This is an optimization exercise on Yosys and OpenROAD, whose aim is small area and a short achievable clock period, not a production implementation. In this exercise RTL edits were held to simulation tests only and were not proved equivalent to the original. Power figures rest on the tool's default switching activity, not on a simulated workload.

### flow/config.mk
export PLATFORM = sky130hd
export DESIGN_NAME = rvs192_core
export DESIGN_NICKNAME = rvs192_core
export VERILOG_FILES = /design/flow/design.v
export SDC_FILE = /design/flow/constraint.sdc
export NUM_CORES = 4
export LEC_CHECK = 0
export CAP_MARGIN = 20
export CORE_MARGIN = 2
export CORE_UTILIZATION = 70
export CTS_CLUSTER_DIAMETER = 60
export CTS_CLUSTER_SIZE = 25
export PLACE_DENSITY = 0.8
export SLEW_MARGIN = 20
### flow/constraint.sdc
create_clock -name core_clock -period 12.0 [get_ports {clk}]
set_input_delay 2.4000 -clock core_clock [delete_from_list [all_inputs] [get_ports {clk}]]
set_output_delay 2.4000 -clock core_clock [all_outputs]
set_load 0.01 [all_outputs]
### flow/design.v
package	RVS192_user_parameters;
	parameter	ICACHE_LINE = 128;				 
	parameter	ICACHE_WAY = 2;
	parameter	DCACHE_LINE = 32;				 
	parameter	DCACHE_WAY = 4;
	parameter 	DCACHE_WB_DEPTH = 10;
	parameter	L2_CACHE_LINE = 64;
	parameter 	L2_CACHE_WAY = 8;
	parameter 	L2_CACHE_WB_DEPTH = 16;
	parameter	GSHARE_GPT_INDEX = 5;
	parameter 	LOCAL_LPT_INDEX = 5;
	parameter 	LOCAL_LHT_INDEX = 5;
	parameter 	BTB_INDEX = 3;
	parameter 	BTB_TAG_LENGTH = 30-BTB_INDEX;
endpackage
package	RVS192_package;
	parameter	CACHE_BLOCK_SIZE = 64;
	parameter	GSHARE_HISTORY_LENGTH = 5;
	parameter 	LOCAL_HISTORY_LENGTH = 5;
	parameter 	PC_LENGTH = 32;
	parameter 	INST_LENGTH = 32;	
	parameter	DATA_LENGTH = 32;
	parameter 	CONTROL_LENGTH = 21;
	parameter 	CONTROL_ADDR_LENGTH = 9;
	parameter 	BYTE_OFFSET = 2;
	parameter	WORD_OFFSET = $clog2(CACHE_BLOCK_SIZE/4);
	parameter	MEM_LINE = 2**11;		 
	parameter 	REGISTER_FILE_DEPTH = 32;
endpackage
import RVS192_package::*;
	typedef	enum logic [3:0]	{
		ADD = 4'b0000,
		SUB = 4'b0001,
		LUI = 4'b0010,
		SLL = 4'b0100,
		SRL = 4'b0101,
		SRA = 4'b0110,
		OR = 4'b1000,
		AND = 4'b1001,
		XOR = 4'b1010,
		USC = 4'b1100,
		SC = 4'b1101	
	}	alu_op_type;
	typedef enum logic [1:0]	{
		EQUAL = 2'b00,
		N_EQUAL = 2'b01,
		LT = 2'b10,
		GE = 2'b11
	}	branch_kind_type;
	typedef enum logic [2:0]	{
		B = 3'b000,
		H = 3'b001,
		W = 3'b010,
		BU = 3'b011,
		HU = 3'b100
	}	mem_type;
	typedef enum logic [4:0]	{
		LUI_TYPE = 5'b01101,
		AUIPC_TYPE = 5'b00101,
		JAL_TYPE = 5'b11011,
		JALR_TYPE = 5'b11001,
		B_TYPE = 5'b11000,
		L_TYPE = 5'b00000,
		S_TYPE = 5'b01000,
		I_TYPE = 5'b00100,
		R_TYPE = 5'b01100
	}	op_type;
	typedef struct packed	{
		logic 	[6:0]		imm_op;
		logic 	[4:0]		s2_reg;		
		logic 	[4:0]		s1_reg;
		logic 	[2:0]		op3;
		logic 	[4:0]		des_reg;
		op_type				op5;
		logic 	[1:0]		redundant;
	}	i_extract_type;
	typedef struct packed	{
		logic										wb_sel;
		logic										reg_wen;
	}	control_type_wb;
	typedef struct packed	{
		logic 										cpu_write;
		logic 										cpu_read;	
		mem_type									mem_gen;
		control_type_wb								control_wb;
	}	control_type_mem;
	typedef struct packed	{
		alu_op_type									alu_op;
		logic 										jal;
		logic 										jalr;
		logic 										alu_in1_sel;
		logic 										alu_in2_sel;
		logic 										branch_capture;
		branch_kind_type							branch_kind;
		logic 	[DATA_LENGTH-1:0]					imm_dec;
		control_type_mem							control_mem;
	}	control_type_ex;
		typedef struct packed	{
			logic	[1:0]								GBP_predict;
			logic 	[1:0] 								LBP_predict;
			logic	[1:0]								CPT_predict;
			logic 	[GSHARE_HISTORY_LENGTH-1:0]			GBHR;
			logic 	[LOCAL_HISTORY_LENGTH-1:0]			LBHR;
			logic 										branch_take;
			logic 	[PC_LENGTH-1:0]						target;		 
		}	br_check_type;
		typedef struct packed	{
			logic	[1:0]								GBP_predict_update;
			logic 	[1:0] 								LBP_predict_update;
			logic 	[1:0]								CPT_predict_update;
			logic 	[GSHARE_HISTORY_LENGTH-1:0]			GBHR_old;
			logic 	[LOCAL_HISTORY_LENGTH-1:0]			LBHR_old;	
			logic 										update;
			logic 										wrong;
			logic 										actual;			
		}	br_update_type;
	typedef	struct packed	{
		logic 										update;
		logic 	[INST_LENGTH-1:0]					w1_update;
		logic 	[INST_LENGTH-1:0]					w2_update;
		logic	[ $clog2(CACHE_BLOCK_SIZE/4)-2:0]	addr_update;
	}	cache_update_type;
	typedef struct packed	{
		logic	[PC_LENGTH-1:0]		pc;
		br_check_type 				br_check;
		logic 	[INST_LENGTH-1:0]	inst;
	}	pp_fetch_dec_type;
	typedef struct packed	{
		logic	[PC_LENGTH-1:0]		pc;
		br_check_type 				br_check;	
		logic 	[4:0]				rs1;
		logic 	[4:0]				rs2;	
		logic 	[4:0]				rd;
		logic 	[DATA_LENGTH-1:0]	rs1_out;
		logic 	[DATA_LENGTH-1:0]	rs2_out;
		control_type_ex				control_signals;		
	}	pp_dec_ex_type;
	typedef	struct packed	{
		logic	[4:0]				rd;
		logic 	[DATA_LENGTH-1:0]	alu_out;
		logic 	[DATA_LENGTH-1:0]	rs2_out_fix;
		control_type_mem			control_signals;
	}	pp_ex_mem_type;
	typedef struct packed	{
		logic 	[4:0]				rd;
		logic 	[DATA_LENGTH-1:0]	alu_out;
		logic 	[DATA_LENGTH-1:0]	mem_out;
		control_type_wb				control_signals;
	}	pp_mem_wb_type;
module 	rvs192_core
(
	input 					clk,
							rst_n,
	output	logic	[31:0]	imem_addr,
	input 			[31:0]	imem_rdata,
	input 					imem_stall,
	output	logic	[31:0]	dmem_addr,
							dmem_wdata,
	output	logic	[2:0]	dmem_size,
	output	logic			dmem_read,
							dmem_write,
	input 			[31:0]	dmem_rdata,
	input 					dmem_stall
);
	localparam	[1:0]	S_F = 2'd0, S_E1 = 2'd1, S_M = 2'd2, S_E2 = 2'd3;
	logic	[4:0]	cnt;
	logic	[1:0]	st;
	logic	[31:2]	ir;
	logic	[31:0]	pc, A, D;
	logic			ok, cX, cY, eqf, cond, sgn, rd_f, wr_f;
	logic	[4:0]	shamt;
	logic	[2:0]	sz;
	logic	k0, k31, k2;
	always_ff @(posedge clk or negedge rst_n)
	begin
		if(!rst_n)
		begin
			k0 <= 1'b1;
			{k31, k2} <= '0;
		end
		else
		begin
			k0 <= (cnt == 5'd31);
			k31 <= (cnt == 5'd30);
			k2 <= (cnt == 5'd1);
		end
	end
	wire	k7 = (cnt == 5'd7);
	wire	k15 = (cnt == 5'd15);
	wire	ge5 = (cnt >= 5'd5);
	wire	ge8 = cnt[4] || cnt[3];
	wire	ge16 = cnt[4];
	wire	inF = (st == S_F);
	wire	inE1 = (st == S_E1);
	wire	inM = (st == S_M);
	wire	inE2 = (st == S_E2);
	wire	[4:0]	op = ir[6:2];
	wire	[2:0]	f3 = ir[14:12];
	wire	isLUI = (op == 5'b01101);
	wire	isAUIPC = (op == 5'b00101);
	wire	isJAL = (op == 5'b11011);
	wire	isJALR = (op == 5'b11001);
	wire	isBR = (op == 5'b11000);
	wire	isLD = (op == 5'b00000);
	wire	isST = (op == 5'b01000);
	wire	isOPI = (op == 5'b00100);
	wire	isOP = (op == 5'b01100);
	wire	isALU = isOP || isOPI;
	wire	isSLT = isALU && (f3[2:1] == 2'b01);
	wire	isSLL = isALU && (f3 == 3'b001);
	wire	isCMP = isBR || isSLT;
	wire	imm32 = (ir[31:20] == 12'h020);		 
	logic	[31:0]	imm;
	always_comb begin
		if(isST)
			imm = {{20{ir[31]}}, ir[31:25], ir[11:7]};
		else if(isBR)
			imm = {{20{ir[31]}}, ir[7], ir[30:25], ir[11:8], 1'b0};
		else if(isLUI || isAUIPC)
			imm = {ir[31:12], 12'b0};
		else if(isJAL)
			imm = {{12{ir[31]}}, ir[19:12], ir[20], ir[30:21], 1'b0};
		else
			imm = {{20{ir[31]}}, ir[31:20]};
	end
	logic	immb;
	always_ff @(posedge clk)
		immb <= imm[cnt + 5'd1];
	logic	[31:0]	q1;
	logic			wbit, rf_we, wbit_d, we_d, rs1b, rs2b;
	assign	q1[0] = 1'b0;
	genvar g;
	generate
		for(g = 1; g < 32; g++)
		begin: rf
			logic	[31:0]	r;
			always_ff @(posedge clk)
				r <= {r[0], (we_d && (ir[11:7] == g)) ? wbit_d : r[31], r[30:1]};
			assign	q1[g] = r[1];
		end
	endgenerate
	always_ff @(posedge clk)
	begin
		rs1b <= q1[ir[19:15]];
		rs2b <= q1[ir[24:20]];
		wbit_d <= wbit;
		we_d <= rf_we;
	end
	wire	abit = (isJAL || isAUIPC) ? pc[0] : rs1b;
	wire	bsrc = (isOP || isBR) ? rs2b : immb;
	wire	bx = bsrc ^ isCMP;
	wire	xcin = k0 ? isCMP : cX;
	wire	xs = abit ^ bx ^ xcin;
	wire	xc = (abit & bx) | (abit & xcin) | (bx & xcin);
	wire	eq_all = eqf && (abit == bsrc);
	wire	lt_u = !xc;
	wire	lt_s = !((!abit & bsrc) | (!abit & xcin) | (bsrc & xcin));
	logic	cmpres;
	always_comb begin
		if(isBR)
			case(f3)
			3'b001:	cmpres = !eq_all;
			3'b100:	cmpres = lt_s;
			3'b101:	cmpres = !lt_s;
			default: cmpres = eq_all;
			endcase
		else if(!f3[0])
			cmpres = lt_s;
		else
			cmpres = (abit && bsrc) ? (!lt_u && !eq_all) : lt_u;
	end
	wire	yb = (inE2 && cond) ? immb : k2;
	wire	ycin = k0 ? 1'b0 : cY;
	wire	ys = pc[0] ^ yb ^ ycin;
	wire	yc = (pc[0] & yb) | (pc[0] & ycin) | (yb & ycin);
	logic	alub;
	always_comb begin
		case(f3)
		3'b100:	alub = abit ^ bsrc;
		3'b110:	alub = abit | bsrc;
		3'b111:	alub = abit & bsrc;
		3'b101:	alub = (isOPI && imm32) ? 1'b0 : xs;
		default: alub = xs;
		endcase
	end
	wire	lim8 = (f3[1:0] == 2'b00) && (isLD || !f3[2]);
	wire	lim16 = (f3[1:0] == 2'b01) && (isLD || !f3[2]);
	wire	sgnd = !(isLD && f3[2]);
	wire	ebit = isLD ? D[0] : rs2b;
	wire	hi = (lim8 && ge8) || (lim16 && ge16);
	wire	extb = hi ? (sgnd && sgn) : ebit;
	logic	[31:0]	drev;
	always_comb begin
		drev[0] = D[0];
		for(int j = 1; j < 32; j++)
			drev[j] = D[32-j];
	end
	wire	sllb = (cnt >= shamt) && !cond && drev[shamt];
	always_comb begin
		rf_we = 1'b0;
		wbit = 1'b0;
		if(inE1)
		begin
			rf_we = isLUI || isAUIPC || isJAL || isJALR || (isALU && !isSLT && !isSLL);
			if(isLUI)
				wbit = immb;
			else if(isAUIPC)
				wbit = xs;
			else if(isJAL || isJALR)
				wbit = ys;
			else
				wbit = alub;
		end
		else if(inE2)
		begin
			rf_we = isLD || isSLT || isSLL;
			if(isLD)
				wbit = extb;
			else if(isSLT)
				wbit = k0 && cond;
			else
				wbit = sllb;
		end
	end
	wire	mdone = k0 ? !dmem_stall : ok;
	wire	mem_next = (inE1 && (isLD || isST)) || (inM && !mdone);
	always_ff @(posedge clk or negedge rst_n)
	begin
		if(!rst_n)
		begin
			cnt <= 5'd0;
			st <= S_F;
			rd_f <= 1'b0;
			wr_f <= 1'b0;
		end
		else
		begin
			cnt <= cnt + 5'd1;
			if(k31)
			begin
				rd_f <= mem_next && isLD;
				wr_f <= mem_next && isST;
				case(st)
				S_F:	st <= ok ? S_E1 : S_F;
				S_E1:	st <= (isLD || isST) ? S_M : ((isBR || isSLT || isSLL) ? S_E2 : S_F);
				S_M:	st <= ok ? (isLD ? S_E2 : S_F) : S_M;
				default: st <= S_F;
				endcase
			end
			else if(k0)
			begin
				rd_f <= 1'b0;
				wr_f <= 1'b0;
			end
		end
	end
	always_ff @(posedge clk)
	begin
		if(k0)
			ok <= inF ? !imem_stall : !dmem_stall;
		if(inF && k0)
			ir <= imem_rdata[31:2];
		cX <= xc;
		cY <= yc;
		eqf <= (k0 || eqf) && (abit == bsrc);
		if(inE1 && isSLL)
			cond <= (!k0 && cond) || (ge5 && bsrc);
		else if(inE1 && k31)
			cond <= cmpres;
		if(inE1 && isSLL && !ge5)
			shamt <= {bsrc, shamt[4:1]};
		if((lim8 && k7) || (lim16 && k15))
			sgn <= ebit;
		if(inM && k0 && isLD)
			D <= {dmem_rdata[0], dmem_rdata[31:1]};
		else
			D <= {inE1 ? (isST ? extb : rs1b) : D[0], D[31:1]};
		if(f3 == 3'b000)
			sz <= 3'd0;
		else if(f3 == 3'b001)
			sz <= 3'd1;
		else if(isLD && f3 == 3'b100)
			sz <= 3'd3;
		else if(isLD && f3 == 3'b101)
			sz <= 3'd4;
		else
			sz <= 3'd2;
	end
	logic	pcn, an;
	always_comb begin
		pcn = inF ? A[0] : pc[0];
		an = A[0];
		if(inE1)
		begin
			pcn = (isJAL || isJALR) ? xs : (isBR ? pc[0] : ys);
			an = (isLD || isST || isJAL || isJALR) ? xs : ys;
		end
		else if(inM)
			an = mdone ? pc[0] : A[0];
		else if(inE2 && isBR)
		begin
			pcn = ys;
			an = ys;
		end
	end
	always_ff @(posedge clk)
	begin
		if(!rst_n)
			A <= 32'h0000_0ffc;
		else
			A <= {an, A[31:1]};
	end
	always_ff @(posedge clk)
		pc <= {pcn, pc[31:1]};
	assign	imem_addr = A;
	assign	dmem_addr = A;
	assign	dmem_wdata = D;
	assign	dmem_size = sz;
	assign	dmem_read = rd_f;
	assign	dmem_write = wr_f;
endmodule
### flow/flow/run.sh
#!/bin/bash
# Standard layout (the standard.sh: standard synthesis, floorplan, power grid,
# placement, CTS, routing) with two changes:
#  - port buffers are buf_2 cells instead of the default delay buffer;
#  - timing repair aims for setup slack of SETUP_MARGIN ns at the design's
#    clock period, so the repair steps work on the paths that set the achieved
#    period (the constraints themselves are unchanged).
set -euo pipefail
SETUP_MARGIN=${SETUP_MARGIN:-8.45}
bash standard.sh "SETUP_SLACK_MARGIN=${SETUP_MARGIN}" \
  "BUFFER_PORTS_ARGS=-buffer_cell sky130_fd_sc_hd__buf_1" \
  finish > make_finish.log 2>&1
### flow/standard.sh
#!/bin/bash
# synth_recipe.tcl (not shown) runs the flow's synth.tcl, then flattens the netlist and writes it again
# the make line also repeats each setting of config.mk as NAME=value (left out here)
make -C /OpenROAD-flow-scripts/flow DESIGN_CONFIG=/design/flow/config.mk WORK_HOME=/design/flow/orfs CLKGATE_MAP_FILE= SYNTH_SCRIPT=/design/flow/synth_recipe.tcl "${@:-finish}"
==> summary.txt, run 1 <==
Outcome
  • Status: finished clean

Placed design
  • Post-placement cell area: 28,400 µm²
  • Routability cong.: slightly above 0.8
  • Inst Count DP: 2,283
  • Place WS: 8280 ps
  • Dpl hpwl: ~28,000 µm
  • I/O Buffers: about 170

Timing
  • Final setup violation count: 0
  • Fin crit share: 0.296
  • Final setup skew: ~25 ps
  • Crit path time final: about 3600 ps
  • RSZ-0062 raised after global routing: true
  • Relative slew slack: 0.259
  • Worst hold slack: 322 ps
  • Max-slew violation count: 0
  • Worst Tran Pin Value: 1110 ps
  • FMAX: about 0.28 GHz
  • Final hold viol count: 0
  • Setup TNS: 0 ps
  • Post-route setup slack: 8440 ps

Worst setup path
  • CP startpoint kind: flop
  • Critical Path RT: 9600 ps
  • RR Startpoint: ir[6]$_DFFE_PP_
  • Worst path slowest cell: dfxtp_2
  • Worst path max stage delay: about 380 ps
  • Crit path buf inv count: 1
  • Worst Setup End Kind: output port
  • CP cell instances: buf_2
  • Cell family contributing the most delay on the critical path: flip-flops
  • WP data arrival: 1160 ps
  • CP Class: reg -> out
  • Crit. Startpoint: A[19]$_SDFF_PN0_
  • Worst Path Max Fanout: 3

Global route
  • Total track usage: 0.246
  • Gr ovfl total: 0
  • Largest net degree at the start of global routing: 45
  • First-pass GRT wire length: 75,600 µm
  • Vias in the first global route: approximately 13,000
  • Initial antenna violation count: 1

Clock network
  • CTS tree: yes
  • CTS Buf Count: between 50 and 60
  • Clock Pin Slew Worst Setup and Hold Paths: 90 ps
  • Skew-Pair Late Insertion Delay: 630 ps
  • CTS Buffer Depth: 3
  • CTS H-tree lvls: 2
  • Clock sink count: 1,149
  • Root buf cell: clkbuf_16

Logic synthesis
  • Synthesized netlist cell count: about 1,700
  • Synth async-reset ratio: 0.0104
  • EDFF count, synth: 38
  • Library cells used by synthesis: 64
  • Mapped cell area: 27,600 µm²
  • Synth top area share: 0.798
  • Ranking of synthesized cells by area: dfxtp_1 80%, edfxtp_1 4.1%, mux4_2 2.5%
  • Main flop type after synthesis: dfxtp_1
  • Yosys top cell by area: dfxtp_1
  • Mean area per synthesized cell: 16.5 µm²
  • Most frequent cells after synthesis: 1,099 x dfxtp_1, 45 x nand2_1, 39 x mux2_2, 38 x edfxtp_1, 38 x nor2_1
  • Post-synthesis sequential area ratio: 0.851
  • Net Count, Synth: 1,749
  • Flops & latches, synth: about 1,100
  • Warnings from Yosys: 1
  • Most common cell in the synthesized netlist: dfxtp_1

Pwr
  • Leak: 12.3 nW
  • Pwr per Cell Area: 192 nW/µm²
  • VDD IR max: approximately 0.00017 V
  • Tot Pwr: just under 6 mW

Cells and area
  • Layout Cells excl Fill: 2,373
  • Layout net count: roughly 1,900
  • Layout area overhead: 10.5%
  • Final core utilization: 0.786
  • Final instance area: 30,500 µm²
  • Share of layout cells above drive strength 1: 0.186

Routing
  • First DRT Iteration DRCs: 909
  • Drt total wl: 49,700 µm
  • DRC errors left: 0
  • Drt first pass iters: 7
  • DR vias/cell: 5.17
  • Via count: roughly 12,000
  • Routed Antenna Nets: 0
  • WL/cell: 21.0 µm

Floorplan
  • Die area: 41,000 µm²
  • DIE WIDTH: 202 µm
  • Core area: approximately 39,000 µm²
  • # IOs: roughly 170
  • Die H: 202 µm
  • Starting density of the core: 0.711
  • Row count: a little over 70

Hold path
  • Hold/Removal Path Class: reg -> reg
  • Hold Path Origin: rf[6].r[29]$_DFF_P_

Run
  • Max_cap viols: 0
## metal layers
metal,up-vias,wire length [µm],part of all wire,track usage
met4,0,1950,0.039,0.0985
met5,-,0,0,0
met3,129,2820,0.057,0.0414
li1,5767,-,-,-
met2,434,24300,0.49,0.415
met1,5939,20700,0.42,0.320
## power breakdown
part / switching (mW) / internal [mW] / total, mW
Sequential: 0.00633 / 3.84 / 3.85
Clock: 1.13 / 0.843 / 1.98
Combinational: 0.0180 / 0.0197 / 0.0377
Total: 1.16 / 4.70 / 5.86
## what timing repair did
item / CTS / global route
gates resized for setup: 158 / 40
gates cloned: 0 / 0
endpoints found under the hold margin: 0 / 0
hold buffers: 0 / 0
endpoints found under the setup margin: 99 / 51
setup buffers: 5 / 12
## layout by cell type, fill, tap and decap left out, types with 31 or more instances in the layout
cell type	count
buf_1	68
nor2_1	37
nand2_1	45
clkbuf_16	53
mux2_2	39
dfxtp_2	51
edfxtp_1	38
buf_2	68
mux4_2	31
dfxtp_1	1040
## state kept, by name, summed over array words and instances, names as in the netlist, 2 cells and up
signal,count
sz,3
A,32
st,2
rf.r,992
ir,30
pc,32
cnt,5
D,32
shamt,5
## path summary, 6_finish.rpt
kind,to,slack [ps],cells after the start
hold reg to reg,rf[6].r[28]$_DFF_P_,320,0
setup reg to reg,wbit_d$_DFF_P_,8550,10
hold / removal,rf[6].r[28]$_DFF_P_,320,0
min in group asynchronous,wr_f$_DFFE_PN0P_,1790,2
setup / recovery,dmem_addr[19],8440,1
max in group asynchronous,k0$_DFF_PN1_,9880,2
## area by class of cell
| class | instances | area [µm²] |
|---|---|---|
| sequential | 1149 | 23500 |
| fill | 1963 | 8280 |
| multi-input combinational | 425 | 3640 |
| clock buffer | 61 | 1360 |
| timing repair buffer | 185 | 1040 |
| tap | 518 | 648 |
| clock inverter | 8 | 145 |
| inverter | 23 | 86.3 |
| antenna | 4 | 10.0 |
## kinds of logic after synthesis
group	share of synthesized area
and+or+nand+nor	0.0390
buffers and inverters	0.0183
AOI/OAI and AO/OA	0.0211
muxes	0.0620
xor gates and xnor gates	0.00159
adders and majority gates	0.00736
DFF	0.851
==> run 2, diff against run 1 <==
--- a/flow/config.mk
+++ b/flow/config.mk
@@ -5,6 +5,7 @@
 export SDC_FILE = /design/flow/constraint.sdc
 export NUM_CORES = 4
 export LEC_CHECK = 0
+export ABC_AREA = 1
 export CAP_MARGIN = 20
 export CORE_MARGIN = 2
 export CORE_UTILIZATION = 70
==> summary.txt, run 2 <==
Timing
  • Fin crit share: 0.299 (+0.00248)
  • Worst Tran Pin Value: 915 ps (-195 ps)
  • Final setup skew: 40.3 ps (+15.4 ps)
  • Crit path time final: 3590 ps (+29.7 ps)
  • Relative slew slack: 0.389 (+0.131)
  • Final setup violation count: 0 (unchanged)
  • Final hold viol count: 0 (unchanged)
  • Setup TNS: 0 ps (unchanged)
  • Post-route setup slack: 8410 ps (-29.7 ps)
  • Max-slew violation count: 0 (unchanged)
  • FMAX: 0.279 GHz (-0.83%)
  • RSZ-0062 raised after global routing: true

Logic synthesis
  • Net Count, Synth: 1,996 (+14%)
  • Ranking of synthesized cells by area: dfxtp_1 80%, edfxtp_1 4.1%, nand2_1 2.8%
  • Most common cell in the synthesized netlist: dfxtp_1
  • Main flop type after synthesis: dfxtp_1
  • Synthesized netlist cell count: 1,913 (+15%)
  • Synth async-reset ratio: 0.0104 (unchanged)
  • Mean area per synthesized cell: 14.4 µm² (-13%)
  • Yosys top cell by area: dfxtp_1
  • Flops & latches, synth: 1,149 (unchanged)
  • Mapped cell area: 27,500 µm² (-0.21%)
  • Synth top area share: 0.800 (+0.00167)
  • Warnings from Yosys: 1 (unchanged)
  • EDFF count, synth: 38 (unchanged)
  • Most frequent cells after synthesis: 1,099 x dfxtp_1, 203 x nand2_1, 102 x inv_1, 87 x nor2_1, 79 x o21ai_0
  • Library cells used by synthesis: 46 (-28%)
  • Post-synthesis sequential area ratio: 0.852 (+0.00178)

Pwr
  • Pwr per Cell Area: 194 nW/µm² (+0.74%)
  • Leak: 12.8 nW (+4.7%)
  • VDD IR max: 0.000169 V (-1.0%)
  • Tot Pwr: 5.94 mW (+1.4%)

Global route
  • Total track usage: 0.294 (+0.0481)
  • Vias in the first global route: 14,700 (+15%)
  • Gr ovfl total: 0 (unchanged)
  • First-pass GRT wire length: 89,300 µm (+18%)
  • Initial antenna violation count: 9 (+8)
  • Largest net degree at the start of global routing: 35 (-22%)

Clock network
  • CTS Buffer Depth: 3 (unchanged)
  • CTS tree: yes
  • Clock Pin Slew Worst Setup and Hold Paths: 110 ps (+20 ps)
  • CTS Buf Count: 55 (+3.8%)
  • Root buf cell: clkbuf_16
  • Skew-Pair Late Insertion Delay: 660 ps (+30 ps)
  • Hold_buf cts: 0 (unchanged)
  • Clock sink count: 1,149 (unchanged)
  • CTS H-tree lvls: 2 (unchanged)

Worst setup path
  • Crit path buf inv count: 1 (unchanged)
  • CP cell instances: buf_2
  • Worst path max stage delay: 400 ps (+20 ps)
  • CP Class: reg -> out
  • Critical Path RT: 9600 ps (about the same)
  • CP startpoint kind: flop
  • Worst Setup End Kind: output port
  • WP data arrival: 1190 ps (+30 ps)
  • Worst Path Max Fanout: 2 (-1)
  • Cell family contributing the most delay on the critical path: flip-flops
  • Worst path slowest cell: dfrtp_1

Cells and area
  • Max reg flops: 992 (unchanged)
  • Layout net count: 2,195 (+14%)
  • Commonest non-fill, non-tap cell in the layout: dfxtp_1
  • Layout area overhead: 11.5%
  • FILL cells: 1,922 (-2.1%)
  • Final instance area: 30,700 µm² (+0.65%)
  • Most frequent cells in the layout: 1,036 x dfxtp_1, 203 x nand2_1, 102 x inv_1
  • Largest register by flop count: rf.r
  • Share of layout cells above drive strength 1: 0.148 (-0.0380)

Floorplan
  • Row count: 72 (unchanged)
  • Core area: 38,700 µm² (unchanged)
  • Die H: 202 µm (-0.10%)
  • Die area: 40,900 µm² (-0.21%)
  • DIE WIDTH: 202 µm (-0.10%)
  • Starting density of the core: 0.710 (-0.00149)
  • # IOs: 169 (unchanged)

Placed design
  • Post-placement cell area: 28,400 µm² (unchanged)
  • Routability cong.: 0.926 (+12%)
  • Dpl hpwl: 33,700 µm (+19%)
  • Place WS: 8460 ps (+171 ps)
  • I/O Buffers: 166 (unchanged)

Hold path
  • Hold/Removal Path Class: reg -> reg

Routing
  • DR vias/cell: 5.40 (+4.4%)
  • Routed Antenna Nets: 0 (unchanged)
  • First DRT Iteration DRCs: 1,427 (+57%)
  • WL/cell: 22.5 µm (+7.4%)
  • Drt first pass iters: 8 (+1)
  • Drt total wl: 59,600 µm (+20%)
  • Via count: 14,300 (+17%)
  • DRC errors left: 0 (unchanged)

Outcome
  • Status: finished clean

Run
  • Max_cap viols: 0 (unchanged)
==> run 2: layout make-up <==
cell class                 instances  area [µm²]  area share
clock buffer                      61        1400      0.0456
multi-input combinational        603        3310       0.108
sequential                      1149       23500       0.768
tap                              518         648      0.0211
inverter                         106         398      0.0130
antenna                            2        5.00    0.000163
timing repair buffer             197        1180      0.0384
clock inverter                    13         176     0.00575
==> run 2: cells by family after synthesis <==
logic type / Yosys count / synth area share
muxes: 34 / 0.0176
buffers and inverters: 161 / 0.0276
xor gates and xnor gates: 2 / 0.000637
and+or+nand+nor: 392 / 0.0607
AOI/OAI and AO/OA: 160 / 0.0336
DFF: 1149 / 0.852
adders and majority gates: 15 / 0.00737
==> run 2: report_power, final <==
group / internal [mW] / total, mW / switching (mW) / leakage [nW]
Sequential: 3.84 / 3.85 / 0.00645 / 9.38
Clock: 0.861 / 2.05 / 1.19 / 0.764
Combinational: 0.0226 / 0.0448 / 0.0222 / 2.70
Total: 4.72 / 5.94 / 1.22 / 12.8
==> run 2: routing by layer <==
metal,share of wire,track usage
met1,0.39,0.368
met2,0.48,0.492
met4,0.053,0.132
met5,0.00069,0
met3,0.077,0.0671
==> run 2: timing repair <==
item                       in CTS  in global routing
setup endpoints to repair      98                 50
resized for setup             175                 38
hold endpoints to repair        0                  0
setup buffers                  16                 12
==> run 2: final timing paths <==
kind | start | end | slack, ps | cells past startpoint
max in group asynchronous | rst_n | k0$_DFF_PN1_ | 9850 | 2
min in group asynchronous | rst_n | cnt[3]$_DFF_PN0_ | 1810 | 2
max reg2reg | ir[20]$_DFFE_PP_ | rs2b$_DFF_P_ | 9100 | 7
max | wr_f$_DFFE_PN0P_ | dmem_write | 8410 | 1
min reg2reg | rf[12].r[14]$_DFF_P_ | rf[12].r[13]$_DFF_P_ | 310 | 0
min | rf[12].r[14]$_DFF_P_ | rf[12].r[13]$_DFF_P_ | 310 | 0
==> run 2: stage by stage <==
stage	hold WS (ps)	utilization	cells
floorplan	310	-	1913
global placement	310	0.734	2545
detailed placement	312	0.734	2545
CTS	317	0.785	2635
global route	314	0.791	2647
finish	314	0.792	2649
==> run 3, diff against run 2 <==
==> flow/config.mk (replaced) <==
export PLATFORM = sky130hd
export DESIGN_NAME = rvs192_core
export DESIGN_NICKNAME = rvs192_core
export VERILOG_FILES = /design/flow/design.v
export SDC_FILE = /design/flow/constraint.sdc
export NUM_CORES = 4
export LEC_CHECK = 0
export CAP_MARGIN = 20
export CORE_MARGIN = 2
export CORE_UTILIZATION = 85
export CTS_CLUSTER_DIAMETER = 60
export CTS_CLUSTER_SIZE = 25
export PLACE_DENSITY = 0.9
export SLEW_MARGIN = 20
==> summary.txt, run 3 <==
Outcome
  • Status: aborted with a tool error
  • Failed at: detailed placement (3_5_place_dp)
  • Stop err: [ERROR DPL-0033] detailed placement checks failed during check placement.

Placed design
  • Dpl hpwl: 44,800 µm (+33%)
  • Routability cong.: 0.882 (-4.7%)
  • I/O Buffers: 166 (unchanged)

Floorplan
  • Row count: 65 (-9.7%)
  • Starting density of the core: 0.869 (+0.159)
  • # IOs: 169 (unchanged)
  • DIE WIDTH: 184 µm (-9.0%)
  • Die H: 184 µm (-9.0%)

Logic synthesis
  • Net Count, Synth: 1,749 (-12%)
  • Main flop type after synthesis: dfxtp_1
  • Most common cell in the synthesized netlist: dfxtp_1
  • Most frequent cells after synthesis: 1,099 x dfxtp_1, 45 x nand2_1, 39 x mux2_2, 38 x edfxtp_1, 38 x nor2_1
  • EDFF count, synth: 38 (unchanged)
  • Synth top area share: 0.798 (-0.00167)
  • Mean area per synthesized cell: 16.5 µm² (+15%)
  • Synthesized netlist cell count: 1,666 (-13%)
  • Warnings from Yosys: 1 (unchanged)
  • Mapped cell area: 27,600 µm² (+0.21%)
  • Flops & latches, synth: 1,149 (unchanged)
  • Library cells used by synthesis: 64 (+39%)
  • Yosys top cell by area: dfxtp_1
  • Ranking of synthesized cells by area: dfxtp_1 80%, edfxtp_1 4.1%, mux4_2 2.5%
  • Synth async-reset ratio: 0.0104 (unchanged)
  • Post-synthesis sequential area ratio: 0.851 (-0.00178)
run 3: cell count changes after synthesis, moves of 12 or more:
cell	before	now
mux2_2	3	39
clkbuf_1	14	28
o21ai_0	79	22
mux2i_1	3	15
nand3_1	67	18
and2_1	0	21
a21oi_1	33	19
nand2b_1	0	21
nor2_1	87	38
inv_1	102	23
mux4_2	0	31
nand2_1	203	45
run 3: how the worst min path moves through the flow:
stage	slack, ps	startpoint	cells after the start	endpoint
after floorplan	310	pc[1]$_DFF_P_	0	pc[0]$_DFF_P_
after global placement	310	rf[7].r[0]$_DFF_P_	0	rf[7].r[31]$_DFF_P_
run 3: cells by family after synthesis:
logic type | synth area share
XOR/XNOR | 0.00159
adder cells (fa/ha/maj) | 0.00736
buffers and inverters | 0.0183
multiplexers | 0.0620
AND/OR/NAND/NOR | 0.0390
AO/OA/AOI/OAI | 0.0211
flip-flops | 0.851
run 3: power groups by stage:
stage | combinational, mW | sequential, mW | clock [mW]
floorplan | 0.0130 | 3.94 | 0
global placement | 0.0305 | 3.93 | 0
run 3: through the flow:
stage	instances	setup WS, ps	hold WS, ps	area (µm²)	total power [mW]
after floorplan	1666	8590	310	27600	3.95
after global placement	2167	7970	310	28300	3.97
==> run 4, diff against run 3 <==
==> flow/flow/run.sh (replaced) <==
#!/bin/bash
# Standard layout (the standard.sh: standard synthesis, floorplan, power grid,
# placement, CTS, routing) with these changes:
#  - port buffers are buf_1 cells instead of the default delay buffer;
#  - timing repair aims for setup slack of SETUP_MARGIN ns at the design's
#    clock period, so the repair steps work on the paths that set the achieved
#    period (the constraints themselves are unchanged);
#  - clock tree: clustered sinks, clkbuf_8 sink buffers, no dummy loads.
set -euo pipefail
SETUP_MARGIN=${SETUP_MARGIN:-8.45}
CTS="-sink_clustering_enable -repair_clock_nets -sink_clustering_size 20 -sink_clustering_max_diameter 50"
CTS="$CTS -dont_use_dummy_load -root_buf sky130_fd_sc_hd__clkbuf_16 -sink_clustering_buffer sky130_fd_sc_hd__clkbuf_8"
CTS="$CTS -buf_list {sky130_fd_sc_hd__clkbuf_8 sky130_fd_sc_hd__clkbuf_16}"
bash standard.sh "SETUP_SLACK_MARGIN=${SETUP_MARGIN}" \
  "BUFFER_PORTS_ARGS=-buffer_cell sky130_fd_sc_hd__buf_1" \
  "CTS_ARGS=${CTS}" "RECOVER_POWER=100" \
  finish > make_finish.log 2>&1
--- a/flow/config.mk
+++ b/flow/config.mk
@@ -7,8 +7,8 @@
 export LEC_CHECK = 0
 export CAP_MARGIN = 20
 export CORE_MARGIN = 2
-export CORE_UTILIZATION = 85
+export CORE_UTILIZATION = 70
 export CTS_CLUSTER_DIAMETER = 60
 export CTS_CLUSTER_SIZE = 25
-export PLACE_DENSITY = 0.9
+export PLACE_DENSITY = 0.8
 export SLEW_MARGIN = 20
==> summary.txt, run 4 <==
Worst setup path
  • CP cell instances: buf_1, clkbuf_1, o21ai_0, a31oi_1
  • CP startpoint kind: input pin
  • WP data arrival: 4250 ps
  • Critical Path RT: 12,480 ps
  • Worst path max stage delay: 1260 ps
  • Worst path slowest cell: clkbuf_1
  • CP Class: in -> reg
  • Worst Path Max Fanout: 44
  • Worst Setup End Kind: flop

Timing
  • FMAX: roughly 0.26 GHz
  • RSZ-0062 raised after global routing: true
  • Final setup violation count: 0
  • Setup TNS: 0 ps
  • Crit path time final: 3780 ps
  • Relative slew slack: -0.364
  • Fin crit share: 0.315
  • Final hold viol count: 0
  • Final setup skew: 76.2 ps
  • Max-slew violation count: just under 60
  • Worst Tran Pin Value: 2030 ps

Logic synthesis
  • Post-Synth Adder-Cell Area: 0.00736 (unchanged)
  • Synthesized netlist cell count: 1,666 (unchanged)
  • Mapped cell area: 27,600 µm² (unchanged)
  • Main flop type after synthesis: dfxtp_1
  • Area share of xor/xnor cells in the synthesized design: 0.00159 (unchanged)
  • Post-synthesis sequential area ratio: 0.851 (unchanged)
  • Multiplexer area fraction after synthesis: 0.0620 (unchanged)
  • Yosys top cell by area: dfxtp_1
  • EDFF count, synth: 38 (unchanged)
  • Synth Area in Simple Gates: 0.0390 (unchanged)
  • Library cells used by synthesis: 64 (unchanged)
  • Ranking of synthesized cells by area: dfxtp_1 80%, edfxtp_1 4.1%, mux4_2 2.5%
  • Flops & latches, synth: 1,149 (unchanged)
  • Most frequent cells after synthesis: 1,099 x dfxtp_1, 45 x nand2_1, 39 x mux2_2, 38 x edfxtp_1, 38 x nor2_1
  • Net Count, Synth: 1,749 (unchanged)
  • Mean area per synthesized cell: 16.5 µm² (unchanged)
  • Synth async-reset ratio: 0.0104 (unchanged)
  • Largest family of logic cells by synthesized area: multiplexers
  • Synth top area share: 0.798 (unchanged)
  • Warnings from Yosys: 1 (unchanged)
  • Synth Area in Compound Gates: 0.0211 (unchanged)
  • Most common cell in the synthesized netlist: dfxtp_1

Floorplan
  • Die area: between 40,000 and 50,000 µm²
  • Row count: 72 (+11%)
  • Starting density of the core: 0.711 (-0.157)
  • # IOs: 169 (unchanged)
  • DIE WIDTH: 202 µm (+10%)
  • Die H: 202 µm (+10%)
  • Core area: 38,700 µm²

Cells and area
  • Commonest non-fill, non-tap cell in the layout: dfxtp_1
  • Layout net count: 1,925
  • Layout area overhead: 6.94%
  • Layout Cells excl Fill: 2,361
  • FILL cells: 2,209
  • Most frequent cells in the layout: 1,099 x dfxtp_1, 109 x buf_1, 61 x clkbuf_8
  • Share of layout cells above drive strength 1: 0.0772
  • Seq. cell area: between 20,000 and 25,000 µm²
  • Multi-input logic area: approximately 3500 µm²
  • Final instance area: between 20,000 and 30,000 µm²
  • Max reg flops: between 900 and 1,000
  • Largest register by flop count: rf.r

Global route
  • Total track usage: 0.218
  • First-pass GRT wire length: between 60,000 and 70,000 µm
  • Vias in the first global route: approximately 12,000
  • Gr ovfl total: 0
  • Initial antenna violation count: 1
  • Largest net degree at the start of global routing: 45

Routing
  • WL/cell: ~19 µm
  • DR vias/cell: 5.03
  • Met2 wire length: 20,200 µm
  • Drt total wl: 43,700 µm
  • First DRT Iteration DRCs: about 700
  • DR top layer: met4
  • WL met3: about 2500 µm
  • Met1 Wirelength: 19,200 µm
  • Routed Antenna Nets: 0
  • Via count: 11,900
  • DRC errors left: 0
  • Drt first pass iters: 8

Clock network
  • Hold_buf cts: 0
  • Skew-Pair Late Insertion Delay: 590 ps
  • Root buf cell: clkbuf_16
  • Clock sink count: 1,149
  • CTS H-tree lvls: 3
  • CTS Buffer Depth: 3
  • CTS Buf Count: 70
  • Clock Pin Slew Worst Setup and Hold Paths: 110 ps
  • CTS tree: yes

Placed design
  • Post-placement cell area: about 28,000 µm²
  • Routability cong.: 0.830 (-5.9%)
  • I/O Buffers: 166 (unchanged)
  • Dpl hpwl: 28,400 µm (-37%)
  • Inst Count DP: 2,283

Pwr
  • Leak: 11.6 nW
  • VDD IR max: 0.000143 V
  • Pwr per Cell Area: approximately 190 nW/µm²
  • Tot Pwr: approximately 5.5 mW

Run
  • Max_cap viols: 2

Outcome
  • SO Faults: max-capacitance violations, max-slew violations
  • Status: complete, but fails checks

Hold path
  • Hold/Removal Path Class: reg -> reg
## run 4: cell counts after synthesis
No cell type changed its count.
## run 4: final timing paths
check | startpoint | end | slack, ps | cells after the start
setup / recovery | rst_n | A[31]$_SDFF_PN0_ | 8220 | 4
hold / removal | rf[11].r[0]$_DFF_P_ | rf[11].r[31]$_DFF_P_ | 270 | 0
setup reg to reg | k0$_DFF_PN1_ | ir[21]$_DFFE_PP_ | 8270 | 3
hold reg to reg | rf[11].r[0]$_DFF_P_ | rf[11].r[31]$_DFF_P_ | 270 | 0
max in group asynchronous | rst_n | cnt[4]$_DFF_PN0_ | 8540 | 2
min in group asynchronous | rst_n | k2$_DFF_PN0_ | 2380 | 2
## run 4: layout make-up
cell class,instances,share of cell area
Timing Repair Buffer,173,0.0241
Antenna cell,3,0.000255
Multi-Input combinational cell,425,0.119
Inverter,23,0.00293
Tap cell,518,0.0220
Sequential cell,1149,0.795
Clock buffer,70,0.0361
## run 4: metrics by stage
stage / hold WS, ps / setup WS, ps / utilization
floorplan: 310 / 8590 / -
global placement: 310 / 8260 / 0.734
detailed placement: 312 / 8280 / 0.734
CTS: 267 / 8400 / 0.763
global route: 271 / 7930 / 0.761
finish: 273 / 8220 / 0.761
## run 4: report_power, final
group,switching [mW],total [mW],internal (mW),leakage [nW]
clock,1.03,1.63,0.598,0.550
sequential,0.00637,3.85,3.84,9.37
combinational,0.0166,0.0300,0.0134,1.70
total,1.06,5.51,4.45,11.6
## run 4: worst max-delay path, delay by kind of cell
| family | cells | cell delay [ps] |
|---|---|---|
| AOI/OAI and AO/OA | 2 | 520 |
| buffers and inverters | 2 | 1320 |
## run 4: cell families (layout without fill, tap and decap cells)
family	Yosys count	count (layout)
flip-flops	1149	1149
AO/OA/AOI/OAI	89	89
buffers and inverters	92	266
adder cells (fa/ha/maj)	15	15
XOR/XNOR	5	5
other	0	3
multiplexers	113	113
AND/OR/NAND/NOR	203	203
## run 4: repair_timing
item                                    CTS  global route
endpoints found under the setup margin   34            49
buffers inserted                          1             4
endpoints found under the hold margin     0             0
gates resized for setup                  39            54
## run 4: per-layer routing
layer	GRT usage	up-vias
met5	0	-
met4	0.0928	0
met3	0.0514	118
met2	0.351	385
met1	0.286	5639
li1	-	5742
==> run 5, diff against run 4 <==
--- a/flow/flow/run.sh
+++ b/flow/flow/run.sh
@@ -13,5 +13,5 @@
 CTS="$CTS -buf_list {sky130_fd_sc_hd__clkbuf_8 sky130_fd_sc_hd__clkbuf_16}"
 bash standard.sh "SETUP_SLACK_MARGIN=${SETUP_MARGIN}" \
   "BUFFER_PORTS_ARGS=-buffer_cell sky130_fd_sc_hd__buf_1" \
-  "CTS_ARGS=${CTS}" "RECOVER_POWER=100" \
+  "CTS_ARGS=${CTS}" \
   finish > make_finish.log 2>&1
==> summary.txt, run 5 <==
Outcome
  • Status: finished clean

Cells and area
  • Most frequent cells in the layout: 1,077 x dfxtp_1, 109 x buf_1, 61 x clkbuf_8
  • Share of layout cells above drive strength 1: 0.143 (+0.0658)
  • Commonest non-fill, non-tap cell in the layout: dfxtp_1
  • Layout net count: 1,925 (unchanged)
  • FILL cells: 2,123 (-3.9%)
  • Max reg flops: 992 (unchanged)
  • Layout area overhead: 7.80%
  • Largest register by flop count: rf.r

Logic synthesis
  • Multiplexer area fraction after synthesis: 0.0620 (unchanged)
  • EDFF count, synth: 38 (unchanged)
  • Post-synthesis sequential area ratio: 0.851 (unchanged)
  • Largest family of logic cells by synthesized area: multiplexers
  • Mean area per synthesized cell: 16.5 µm² (unchanged)
  • Synth Area in Compound Gates: 0.0211 (unchanged)
  • Synth async-reset ratio: 0.0104 (unchanged)
  • Main flop type after synthesis: dfxtp_1
  • Most frequent cells after synthesis: 1,099 x dfxtp_1, 45 x nand2_1, 39 x mux2_2, 38 x edfxtp_1, 38 x nor2_1
  • Synth top area share: 0.798 (unchanged)
  • Most common cell in the synthesized netlist: dfxtp_1
  • Ranking of synthesized cells by area: dfxtp_1 80%, edfxtp_1 4.1%, mux4_2 2.5%
  • Library cells used by synthesis: 64 (unchanged)
  • Yosys top cell by area: dfxtp_1
  • Net Count, Synth: 1,749 (unchanged)
  • Mapped cell area: 27,600 µm² (unchanged)
  • Synth Area in Simple Gates: 0.0390 (unchanged)
  • Warnings from Yosys: 1 (unchanged)
  • Synthesized netlist cell count: 1,666 (unchanged)
  • Area share of xor/xnor cells in the synthesized design: 0.00159 (unchanged)
  • Flops & latches, synth: 1,149 (unchanged)
  • Post-Synth Adder-Cell Area: 0.00736 (unchanged)

Timing
  • Setup TNS: 0 ps (unchanged)
  • FMAX: 0.285 GHz (+7.6%)
  • Max-slew violation count: 0 (-100%)
  • Worst Tran Pin Value: 1050 ps (-982 ps)
  • Final hold viol count: 0 (unchanged)
  • RSZ-0062 raised after global routing: true
  • Crit path time final: 3510 ps (-267 ps)
  • Post-route setup slack: 8490 ps (+267 ps)
  • Fin crit share: 0.292 (-0.0223)
  • Final setup violation count: 0 (unchanged)
  • Relative slew slack: 0.300 (+0.664)
  • Final setup skew: 72.3 ps (-3.85 ps)

Routing
  • Via count: 11,900 (-0.27%)
  • First DRT Iteration DRCs: 739 (+8.2%)
  • Drt total wl: 43,700 µm (about the same)
  • Drt first pass iters: 5 (-3)
  • WL/cell: 18.5 µm (about the same)
  • Routed Antenna Nets: 0 (unchanged)
  • DR vias/cell: 5.02 (-0.35%)
  • DRC errors left: 0 (unchanged)

Placed design
  • Place WS: 8280 ps (unchanged)
  • Routability cong.: 0.830 (unchanged)
  • Dpl hpwl: 28,400 µm (unchanged)
  • I/O Buffers: 166 (unchanged)

Pwr
  • Leak: 11.9 nW (+2.2%)
  • Pwr per Cell Area: 186 nW/µm² (-0.75%)
  • VDD IR max: 0.000143 V (about the same)

Clock network
  • Root buf cell: clkbuf_16
  • CTS Buffer Depth: 3 (unchanged)
  • Clock Pin Slew Worst Setup and Hold Paths: 110 ps (about the same)
  • Skew-Pair Late Insertion Delay: 580 ps (about the same)
  • CTS H-tree lvls: 3 (unchanged)
  • Hold_buf cts: 0 (unchanged)
  • CTS Buf Count: 70 (unchanged)
  • CTS tree: yes
  • Clock sink count: 1,149 (unchanged)

Worst setup path
  • Worst Path Max Fanout: 3 (-93%)
  • Worst Setup End Kind: output port
  • Worst path slowest cell: dfxtp_2
  • Critical Path RT: 9600 ps (-2880 ps)
  • CP startpoint kind: flop
  • WP data arrival: 1110 ps (-3140 ps)
  • Cell family contributing the most delay on the critical path: flip-flops
  • Crit path buf inv count: 1 (-1)
  • CP Class: reg -> out
  • CP cell instances: buf_2
  • Worst path max stage delay: 390 ps (-870 ps)

Floorplan
  • Core area: 38,700 µm² (unchanged)
  • Die H: 202 µm (unchanged)
  • Die area: 41,000 µm² (unchanged)
  • Row count: 72 (unchanged)
  • DIE WIDTH: 202 µm (unchanged)
  • # IOs: 169 (unchanged)
  • Starting density of the core: 0.711 (unchanged)

Global route
  • Initial antenna violation count: 1 (unchanged)
  • GRT busiest layer: met2
  • Met3 Resource Use GR: 0.0514 (unchanged)
  • Met2 Usage GRT: 0.351 (unchanged)
  • Largest net degree at the start of global routing: 45 (unchanged)
  • First-pass GRT wire length: 67,400 µm (unchanged)
  • Met1 track demand over resource: 0.286 (unchanged)
  • Total track usage: 0.218 (unchanged)
  • Vias in the first global route: 12,200 (unchanged)
  • Gr ovfl total: 0 (unchanged)

Hold path
  • Hold/Removal Path Class: reg -> reg

Run
  • Max_cap viols: 0 (-2)
-- run 5: where the power goes --
part | total, mW | switching (mW) | internal, mW
Clock | 1.63 | 1.03 | 0.598
Sequential | 3.85 | 0.00648 | 3.84
Combinational | 0.0337 | 0.0168 | 0.0169
-- run 5: path summary, 6_finish.rpt --
kind                                startpoint                    to  slack (ps)  cells after the start
max in group asynchronous                rst_n          k0$_DFF_PN1_        9760                      2
min                        rf[11].r[0]$_DFF_P_  rf[11].r[31]$_DFF_P_         280                      0
max                           A[13]$_SDFF_PN0_         imem_addr[13]        8490                      1
max reg2reg                    ir[3]$_DFFE_PP_        wbit_d$_DFF_P_        8540                      9
min in group asynchronous                rst_n          k2$_DFF_PN0_        1850                      2
min reg2reg                rf[11].r[0]$_DFF_P_  rf[11].r[31]$_DFF_P_         280                      0
-- run 5: cell families (layout without fill, tap and decap cells) --
group / Yosys count / count (layout)
AOI/OAI and AO/OA: 89 / 89
xor gates and xnor gates: 5 / 5
adders and majority gates: 15 / 15
buffers and inverters: 92 / 266
DFF: 1149 / 1149
muxes: 113 / 113
other: 0 / 5
and+or+nand+nor: 203 / 203
-- run 5: cell type report --
class                           count  area [µm²]  share of cell area
Clock buffer                       70        1060              0.0358
Tap cell                          518         648              0.0218
Sequential cell                  1149       23500               0.790
Inverter                           23        86.3             0.00291
Multi-Input combinational cell    425        3640               0.122
Timing Repair Buffer              173         774              0.0261
Antenna cell                        5        12.5            0.000421
-- run 5: per-layer routing --
layer	routed length, µm	vias to the layer above
met1	19200	5607
met4	1900	0
met5	0	-
met3	2500	122
li1	-	5745
met2	20100	378
-- run 5: through the flow --
step,power [mW],hold slack [ps],instances,util,cell area (µm²)
floorplan,3.95,310,1666,-,27600
global placement,3.97,310,2283,0.734,28400
detailed placement,3.97,312,2283,0.734,28400
CTS,5.56,267,2354,0.763,29600
global route,5.69,271,2358,0.767,29700
finish,5.51,276,2363,0.767,29700
-- run 5: what timing repair did --
action,CTS,global route
gates resized for setup,39,54
cloned,0,0
endpoints found under the hold margin,0,0
buffers inserted,1,4
endpoints found under the setup margin,34,49
==> run 6, diff against run 5 <==
--- a/flow/design.v
+++ b/flow/design.v
@@ -289,13 +289,9 @@
 	wire	ebit = isLD ? D[0] : rs2b;
 	wire	hi = (lim8 && ge8) || (lim16 && ge16);
 	wire	extb = hi ? (sgnd && sgn) : ebit;
-	logic	[31:0]	drev;
-	always_comb begin
-		drev[0] = D[0];
-		for(int j = 1; j < 32; j++)
-			drev[j] = D[32-j];
-	end
-	wire	sllb = (cnt >= shamt) && !cond && drev[shamt];
+	logic	pb;
+	wire	shiftnow = (shamt != 5'd0);
+	wire	sllb = shiftnow ? (!k0 && pb) : D[0];
 	always_comb begin
 		rf_we = 1'b0;
 		wbit = 1'b0;
@@ -319,7 +315,7 @@
 			else if(isSLT)
 				wbit = k0 && cond;
 			else
-				wbit = sllb;
+				wbit = !cond && sllb;
 		end
 	end
 	wire	mdone = k0 ? !dmem_stall : ok;
@@ -344,7 +340,7 @@
 				S_F:	st <= ok ? S_E1 : S_F;
 				S_E1:	st <= (isLD || isST) ? S_M : ((isBR || isSLT || isSLL) ? S_E2 : S_F);
 				S_M:	st <= ok ? (isLD ? S_E2 : S_F) : S_M;
-				default: st <= S_F;
+				default: st <= (isSLL && !cond && (shamt > 5'd1)) ? S_E2 : S_F;
 				endcase
 			end
 			else if(k0)
@@ -369,12 +365,15 @@
 			cond <= cmpres;
 		if(inE1 && isSLL && !ge5)
 			shamt <= {bsrc, shamt[4:1]};
+		else if(inE2 && isSLL && k31)
+			shamt <= shamt - 5'd1;
+		pb <= D[0];
 		if((lim8 && k7) || (lim16 && k15))
 			sgn <= ebit;
 		if(inM && k0 && isLD)
 			D <= {dmem_rdata[0], dmem_rdata[31:1]};
 		else
-			D <= {inE1 ? (isST ? extb : rs1b) : D[0], D[31:1]};
+			D <= {inE1 ? (isST ? extb : rs1b) : ((inE2 && isSLL) ? sllb : D[0]), D[31:1]};
 		if(f3 == 3'b000)
 			sz <= 3'd0;
 		else if(f3 == 3'b001)
--- a/flow/flow/run.sh
+++ b/flow/flow/run.sh
@@ -7,7 +7,7 @@
 #    period (the constraints themselves are unchanged);
 #  - clock tree: clustered sinks, clkbuf_8 sink buffers, no dummy loads.
 set -euo pipefail
-SETUP_MARGIN=${SETUP_MARGIN:-8.45}
+SETUP_MARGIN=${SETUP_MARGIN:-8.35}
 CTS="-sink_clustering_enable -repair_clock_nets -sink_clustering_size 20 -sink_clustering_max_diameter 50"
 CTS="$CTS -dont_use_dummy_load -root_buf sky130_fd_sc_hd__clkbuf_16 -sink_clustering_buffer sky130_fd_sc_hd__clkbuf_8"
 CTS="$CTS -buf_list {sky130_fd_sc_hd__clkbuf_8 sky130_fd_sc_hd__clkbuf_16}"
==> summary.txt, run 6 <==
Placed design
  • Place WS: 8750 ps (+464 ps)
  • Routability cong.: 0.830 (unchanged)
  • Inst Count DP: 2,269 (-0.61%)
  • I/O Buffers: 166 (unchanged)
  • Dpl hpwl: 27,000 µm (-5.1%)
  • Post-placement cell area: 28,200 µm² (-0.85%)

Cells and area
  • Layout area overhead: 7.19%
  • Commonest non-fill, non-tap cell in the layout: dfxtp_1
  • FILL cells: 2,146 (+1.1%)
  • Layout net count: 1,903 (-1.1%)
  • Max reg flops: 992 (unchanged)
  • Multi-input logic area: 3360 µm² (-7.6%)
  • Largest register by flop count: rf.r
  • Final instance area: 29,300 µm² (-1.5%)
  • Layout Cells excl Fill: 2,340 (-0.97%)
  • Seq. cell area: 23,500 µm² (about the same)
  • Share of layout cells above drive strength 1: 0.0967 (-0.0463)
  • Most frequent cells in the layout: 1,098 x dfxtp_1, 166 x buf_1, 67 x mux2_2

Worst setup path
  • Worst Setup End Kind: output port
  • CP cell instances: buf_1
  • Worst Path Max Fanout: 3 (unchanged)
  • WP data arrival: 1170 ps (+60 ps)
  • Critical Path RT: 9600 ps (about the same)
  • Crit path buf inv count: 1 (unchanged)
  • Worst path slowest cell: dfxtp_1
  • Reg2Reg Depth: 9 (unchanged)
  • CP startpoint kind: flop
  • Worst path max stage delay: 420 ps (+30 ps)
  • Cell family contributing the most delay on the critical path: flip-flops
  • CP Class: reg -> out
  • Cell depth of the worst setup path: 1 (unchanged)

Floorplan
  • # IOs: 169 (unchanged)
  • DIE WIDTH: 201 µm (-0.45%)
  • Core area: 38,600 µm² (-0.47%)
  • Starting density of the core: 0.708 (-0.00326)
  • Row count: 72 (unchanged)
  • Die area: 40,600 µm² (-0.91%)
  • Die H: 201 µm (-0.45%)

Logic synthesis
  • Post-synthesis sequential area ratio: 0.859 (+0.00865)
  • Net Count, Synth: 1,729 (-1.1%)
  • Library cells used by synthesis: 73 (+14%)
  • Synth top area share: 0.807 (+0.00816)
  • Synth async-reset ratio: 0.0104 (about the same)
  • EDFF count, synth: 38 (unchanged)
  • Most frequent cells after synthesis: 1,100 x dfxtp_1, 67 x mux2_2, 43 x nand2_1, 42 x nor2_1, 38 x edfxtp_1
  • Mean area per synthesized cell: 16.6 µm² (about the same)
  • Most common cell in the synthesized netlist: dfxtp_1
  • Warnings from Yosys: 1 (unchanged)
  • Mapped cell area: 27,300 µm² (-0.92%)
  • Flops & latches, synth: 1,150 (+0.087%)
  • Main flop type after synthesis: dfxtp_1
  • Yosys top cell by area: dfxtp_1
  • Ranking of synthesized cells by area: dfxtp_1 81%, edfxtp_1 4.2%, mux2_2 2.8%
  • Synthesized netlist cell count: 1,649 (-1.0%)

Timing
  • FMAX: 0.280 GHz (-1.8%)
  • Final setup skew: 57.0 ps (-15.3 ps)
  • Final setup violation count: 0 (unchanged)
  • Crit path time final: 3570 ps (+62.8 ps)
  • RSZ-0062 raised after global routing: false
  • Fin crit share: 0.298 (+0.00523)
  • Setup TNS: 0 ps (unchanged)
  • Relative slew slack: 0.278 (-0.0217)
  • Worst Tran Pin Value: 1080 ps (+32.5 ps)
  • Final hold viol count: 0 (unchanged)
  • Max-slew violation count: 0 (unchanged)
  • Post-route setup slack: 8430 ps (-62.8 ps)

Routing
  • Drt first pass iters: 5 (unchanged)
  • First DRT Iteration DRCs: 571 (-23%)
  • WL/cell: 17.8 µm (-3.9%)
  • Met2 wire length: 19,800 µm (-1.3%)
  • DR top layer: met4
  • Met1 Wirelength: 18,700 µm (-2.8%)
  • Routed Antenna Nets: 0 (unchanged)
  • DR vias/cell: 4.96 (-1.1%)
  • Via count: 11,600 (-2.1%)
  • DRC errors left: 0 (unchanged)
  • WL met3: 2040 µm (-18%)
  • Drt total wl: 41,600 µm (-4.8%)

Run
  • Max_cap viols: 0 (unchanged)

Global route
  • Gr ovfl total: 0 (unchanged)
  • Total track usage: 0.210 (-0.00753)
  • Vias in the first global route: 11,900 (-2.2%)
  • Initial antenna violation count: 2 (+1)
  • First-pass GRT wire length: 64,800 µm (-3.8%)
  • Largest net degree at the start of global routing: 45 (unchanged)

Hold path
  • Hold/Removal Path Class: reg -> reg
  • Hold path depth: 0 (unchanged)

Clock network
  • Post-CTS Setup Bufs: 0 (-1)
  • Hold_buf cts: 0 (unchanged)
  • Clock Pin Slew Worst Setup and Hold Paths: 110 ps (about the same)
  • CTS H-tree lvls: 3 (unchanged)
  • CTS tree: yes
  • Root buf cell: clkbuf_16
  • Clock sink count: 1,150 (+0.087%)
  • Skew-Pair Late Insertion Delay: 580 ps (about the same)
  • CTS Buf Count: 70 (unchanged)
  • CTS Buffer Depth: 3 (unchanged)

Pwr
  • Pint: 4.46 mW (about the same)
  • Leak: 11.5 nW (-3.5%)
  • Switch Pwr: 1.05 mW (-1.1%)
  • Sequential cell fraction of total power: 0.700 (+0.002)
  • Clock power frac: 0.295 (about the same)
  • VDD IR max: 0.000142 V (-1.2%)
  • Pwr per Cell Area: 188 nW/µm² (+1.3%)
  • Combinational share of power: 0.005 (about the same)
  • Switching part of the total: 0.190 (-0.00173)

Outcome
  • Status: finished clean
## run 6: changes by cell type after synthesis, moves of 5 or more
cell,delta
o21ai_0,-7
mux2_2,+28
a211oi_1,-5
mux2_4,-27
clkbuf_1,-6
mux4_2,-10
nand4_1,+5
## run 6: final timing paths
path | from | end | slack, ps
max | A[3]$_SDFF_PN1_ | imem_addr[3] | 8430
min | rf[20].r[0]$_DFF_P_ | rf[20].r[31]$_DFF_P_ | 280
max reg2reg | ir[6]$_DFFE_PP_ | cond$_DFFE_PP_ | 8880
min reg2reg | rf[20].r[0]$_DFF_P_ | rf[20].r[31]$_DFF_P_ | 280
max in group asynchronous | rst_n | k0$_DFF_PN1_ | 9770
min in group asynchronous | rst_n | cnt[1]$_DFF_PN0_ | 1850
## run 6: per-stage QoR
| step | power [mW] | util | hold slack [ps] |
|---|---|---|---|
| after floorplan | 3.95 | - | 310 |
| after global placement | 3.97 | 0.731 | 310 |
| after detailed placement | 3.97 | 0.731 | 312 |
| after CTS | 5.56 | 0.759 | 271 |
| after global routing | 5.69 | 0.759 | 285 |
| final | 5.50 | 0.759 | 285 |
## run 6: final cells by class
type | instances | share of cell area
inverter | 20 | 0.00257
multi-input combinational | 412 | 0.115
antenna | 1 | 0.0000855
timing repair buffer | 169 | 0.0221
clock buffer | 70 | 0.0364
tap | 518 | 0.0221
sequential | 1150 | 0.802
## run 6: kinds of logic (layout without fill, tap and decap cells)
group,count (synthesis),count (layout),share of synthesized area
compound gates,86,86,0.0208
xor+xnor,6,6,0.00192
fa+ha+maj,12,12,0.00605
buf+inv,87,259,0.0176
flops,1150,1150,0.859
mux,105,105,0.0531
other cells,0,1,0
simple gates,203,203,0.0411
## run 6: power groups by stage
stage | clock network (mW) | registers, mW | logic, mW
2_1_floorplan | 0 | 3.94 | 0.00981
3_3_place_gp | 0 | 3.94 | 0.0267
3_5_place_dp | 0 | 3.94 | 0.0273
4_1_cts | 1.68 | 3.85 | 0.0276
5_1_grt | 1.81 | 3.85 | 0.0302
6_report | 1.62 | 3.85 | 0.0273
## run 6: metal layers
| metal | vias to the layer above | track usage |
|---|---|---|
| met2 | 339 | 0.349 |
| met5 | - | 0 |
| met4 | 0 | 0.0783 |
| li1 | 5663 | - |
| met3 | 82 | 0.0381 |
| met1 | 5523 | 0.280 |
## run 6: what timing repair did
action	in CTS	in global routing
pin swaps	0	0
cloned	0	0
resized for setup	1	1
setup endpoints to repair	2	1
==> run 7, diff against run 6 <==
--- a/flow/flow/run.sh
+++ b/flow/flow/run.sh
@@ -7,7 +7,7 @@
 #    period (the constraints themselves are unchanged);
 #  - clock tree: clustered sinks, clkbuf_8 sink buffers, no dummy loads.
 set -euo pipefail
-SETUP_MARGIN=${SETUP_MARGIN:-8.35}
+SETUP_MARGIN=${SETUP_MARGIN:-8.45}
 CTS="-sink_clustering_enable -repair_clock_nets -sink_clustering_size 20 -sink_clustering_max_diameter 50"
 CTS="$CTS -dont_use_dummy_load -root_buf sky130_fd_sc_hd__clkbuf_16 -sink_clustering_buffer sky130_fd_sc_hd__clkbuf_8"
 CTS="$CTS -buf_list {sky130_fd_sc_hd__clkbuf_8 sky130_fd_sc_hd__clkbuf_16}"
--- a/flow/config.mk
+++ b/flow/config.mk
@@ -7,8 +7,8 @@
 export LEC_CHECK = 0
 export CAP_MARGIN = 20
 export CORE_MARGIN = 2
-export CORE_UTILIZATION = 70
+export CORE_UTILIZATION = 75
 export CTS_CLUSTER_DIAMETER = 60
 export CTS_CLUSTER_SIZE = 25
-export PLACE_DENSITY = 0.8
+export PLACE_DENSITY = 0.85
 export SLEW_MARGIN = 20
==> summary.txt, run 7 <==
Global route
  • Initial antenna violation count: 4 (+2)
  • Vias in the first global route: 12,900 (+8.1%)
  • Gr ovfl total: 0 (unchanged)
  • Total track usage: 0.270 (+0.0602)
  • First-pass GRT wire length: 75,900 µm (+17%)
  • Largest net degree at the start of global routing: 45 (unchanged)

Routing
  • DRC errors left: 0 (unchanged)
  • WL/cell: 21.8 µm (+23%)
  • DR vias/cell: 5.32 (+7.4%)
  • Via count: 12,200 (+4.9%)
  • Drt first pass iters: 7 (+2)

Clock network
  • Root buf cell: clkbuf_16
  • CTS Buf Count: 70 (unchanged)
  • CTS tree: yes
  • Clock Pin Slew Worst Setup and Hold Paths: 110 ps (about the same)
  • Skew-Pair Late Insertion Delay: 570 ps (about the same)
  • CTS H-tree lvls: 3 (unchanged)
  • Clock sink count: 1,150 (unchanged)

Worst setup path
  • Worst reg2reg endpoint: pc[31]$_DFF_P_
  • RR Startpoint: ir[6]$_DFFE_PP_
  • Worst path slowest cell: dfxtp_1
  • R2R Setup Slk: 8880 ps (about the same)
  • CP cell instances: buf_1
  • CP startpoint kind: flop
  • CP endpoint: dmem_addr[16]
  • Crit path buf inv count: 1 (unchanged)
  • Reg2Reg Depth: 9 (unchanged)
  • Cell depth of the worst setup path: 1 (unchanged)
  • Worst path max stage delay: 380 ps (-40 ps)
  • WP data arrival: 1120 ps (-50 ps)
  • CP Class: reg -> out
  • Cell family contributing the most delay on the critical path: flip-flops
  • Worst Path Max Fanout: 3 (unchanged)
  • Worst Setup End Kind: output port

Timing
  • Final setup violation count: 0 (unchanged)
  • Crit path time final: 3520 ps (-53.4 ps)
  • RSZ-0062 raised after global routing: true
  • Relative slew slack: 0.414 (+0.135)
  • Post-route setup slack: 8480 ps (+53.4 ps)
  • Fin crit share: 0.293 (-0.00445)
  • FMAX: 0.284 GHz (+1.5%)
  • Final hold viol count: 0 (unchanged)
  • Max-slew violation count: 0 (unchanged)
  • Setup TNS: 0 ps (unchanged)
  • Final setup skew: 64.9 ps (+7.91 ps)

Logic synthesis
  • Main flop type after synthesis: dfxtp_1
  • Synth top area share: 0.807 (unchanged)
  • Most frequent cells after synthesis: 1,100 x dfxtp_1, 67 x mux2_2, 43 x nand2_1, 42 x nor2_1, 38 x edfxtp_1
  • Flops & latches, synth: 1,150 (unchanged)
  • Synthesized netlist cell count: 1,649 (unchanged)
  • Ranking of synthesized cells by area: dfxtp_1 81%, edfxtp_1 4.2%, mux2_2 2.8%
  • EDFF count, synth: 38 (unchanged)
  • Post-synthesis sequential area ratio: 0.859 (unchanged)

Floorplan
  • # IOs: 169 (unchanged)
  • Core area: 35,700 µm² (-7.3%)
  • Die area: 37,900 µm² (-6.5%)
  • Die H: 195 µm (-3.3%)
  • Starting density of the core: 0.764 (+0.0558)

Pwr
  • Leak: 11.5 nW (+0.60%)
  • VDD IR max: 0.000153 V (+7.9%)
  • Pwr per Cell Area: 189 nW/µm² (+0.68%)

Cells and area
  • Max reg flops: 992 (unchanged)
  • Final core utilization: 0.819 (+0.0595)
  • Most frequent cells in the layout: 1,089 x dfxtp_1, 149 x buf_1, 67 x mux2_2
  • Layout area overhead: 7.15% (about the same)
  • Commonest non-fill, non-tap cell in the layout: dfxtp_1
  • Layout net count: 1,905 (+0.11%)

Outcome
  • Status: finished clean

Placed design
  • Dpl hpwl: 30,400 µm (+13%)
  • I/O Buffers: 166 (unchanged)
  • Place WS: 8680 ps (-68.0 ps)
run 7: cell count changes in the layout (fill, tap and decap cells not counted):
cell      previous run  this run
diode_2              1         3
dfxtp_2              2         8
dfxtp_4              0         3
buf_1              166       149
buf_4                3         6
clkbuf_2             0        15
buf_2                0         1
dfxtp_1           1098      1089
run 7: repair_timing:
| action | CTS | global route |
|---|---|---|
| cloned | 0 | 0 |
| gates resized for setup | 11 | 20 |
| setup buffers | 1 | 0 |
| setup endpoints to repair | 15 | 21 |
| hold buffers | 0 | 0 |
run 7: area by class of cell:
cell class,count,area [µm²]
sequential,1150,23500
tap,461,577
antenna,3,7.51
inverter,20,75.1
fill,1559,6480
timing repair buffer,171,684
multi-input combinational,412,3360
clock buffer,70,1060
run 7: worst min path at each step:
stage                     cells past startpoint  slack (ps)                start                   to
final                                         0         260        pc[6]$_DFF_P_        pc[5]$_DFF_P_
after global routing                          0         250        pc[6]$_DFF_P_        pc[5]$_DFF_P_
after CTS                                     0         250        pc[6]$_DFF_P_        pc[5]$_DFF_P_
after detailed placement                      0         310  rf[4].r[30]$_DFF_P_  rf[4].r[29]$_DFF_P_
after global placement                        0         310  rf[6].r[14]$_DFF_P_  rf[6].r[13]$_DFF_P_
after floorplan                               0         310        pc[1]$_DFF_P_        pc[0]$_DFF_P_
run 7: logic make-up (layout without fill, tap and decap cells):
kind of cell | after synthesis | in the layout | synth area share
other | 0 | 3 | 0
adder cells (fa/ha/maj) | 12 | 12 | 0.00605
AND/OR/NAND/NOR | 203 | 203 | 0.0411
buffers and inverters | 87 | 261 | 0.0176
flip-flops | 1150 | 1150 | 0.859
XOR/XNOR | 6 | 6 | 0.00192
multiplexers | 105 | 105 | 0.0531
AO/OA/AOI/OAI | 86 | 86 | 0.0208
run 7: layer usage:
layer,GRT usage,share of wire,up-vias
met5,0,0.00026,-
met4,0.120,0.044,2
met3,0.0517,0.058,143
met2,0.470,0.50,500
met1,0.332,0.40,5862
li1,-,-,5671
run 7: where the power goes:
part	internal [mW]	switching, mW	total (mW)
logic	0.0127	0.0150	0.0277
clock network	0.599	1.06	1.66
registers	3.85	0.00559	3.85
run 7: stage by stage:
step           total power, mW  cells  instance area [µm²]
4_1_cts                   5.57   2284                29200
3_3_place_gp              3.96   2213                28100
3_5_place_dp              3.97   2213                28100
2_1_floorplan             3.95   1649                27300
5_1_grt                   5.69   2284                29200
6_report                  5.54   2287                29300
run 7: worst reg2reg max path, cell delays in order, from the launching register on:
cell and delay, ps:
edfxtp_1 740, and3b_1 400, nand2_1 260, nand2_1 140, xor2_1 200, fa_1 510
nand3b_1 210, o221ai_1 100, mux2i_1 120, o21ai_0 310

Check on run 7: ideal ports give 8.483 ns setup slack; a clkbuf_16 on the clock port and buf_2 on the inputs give 8.429 ns; moving port delays by the midpoint clock arrival (0.601 ns) as well gives 8.659 ns.
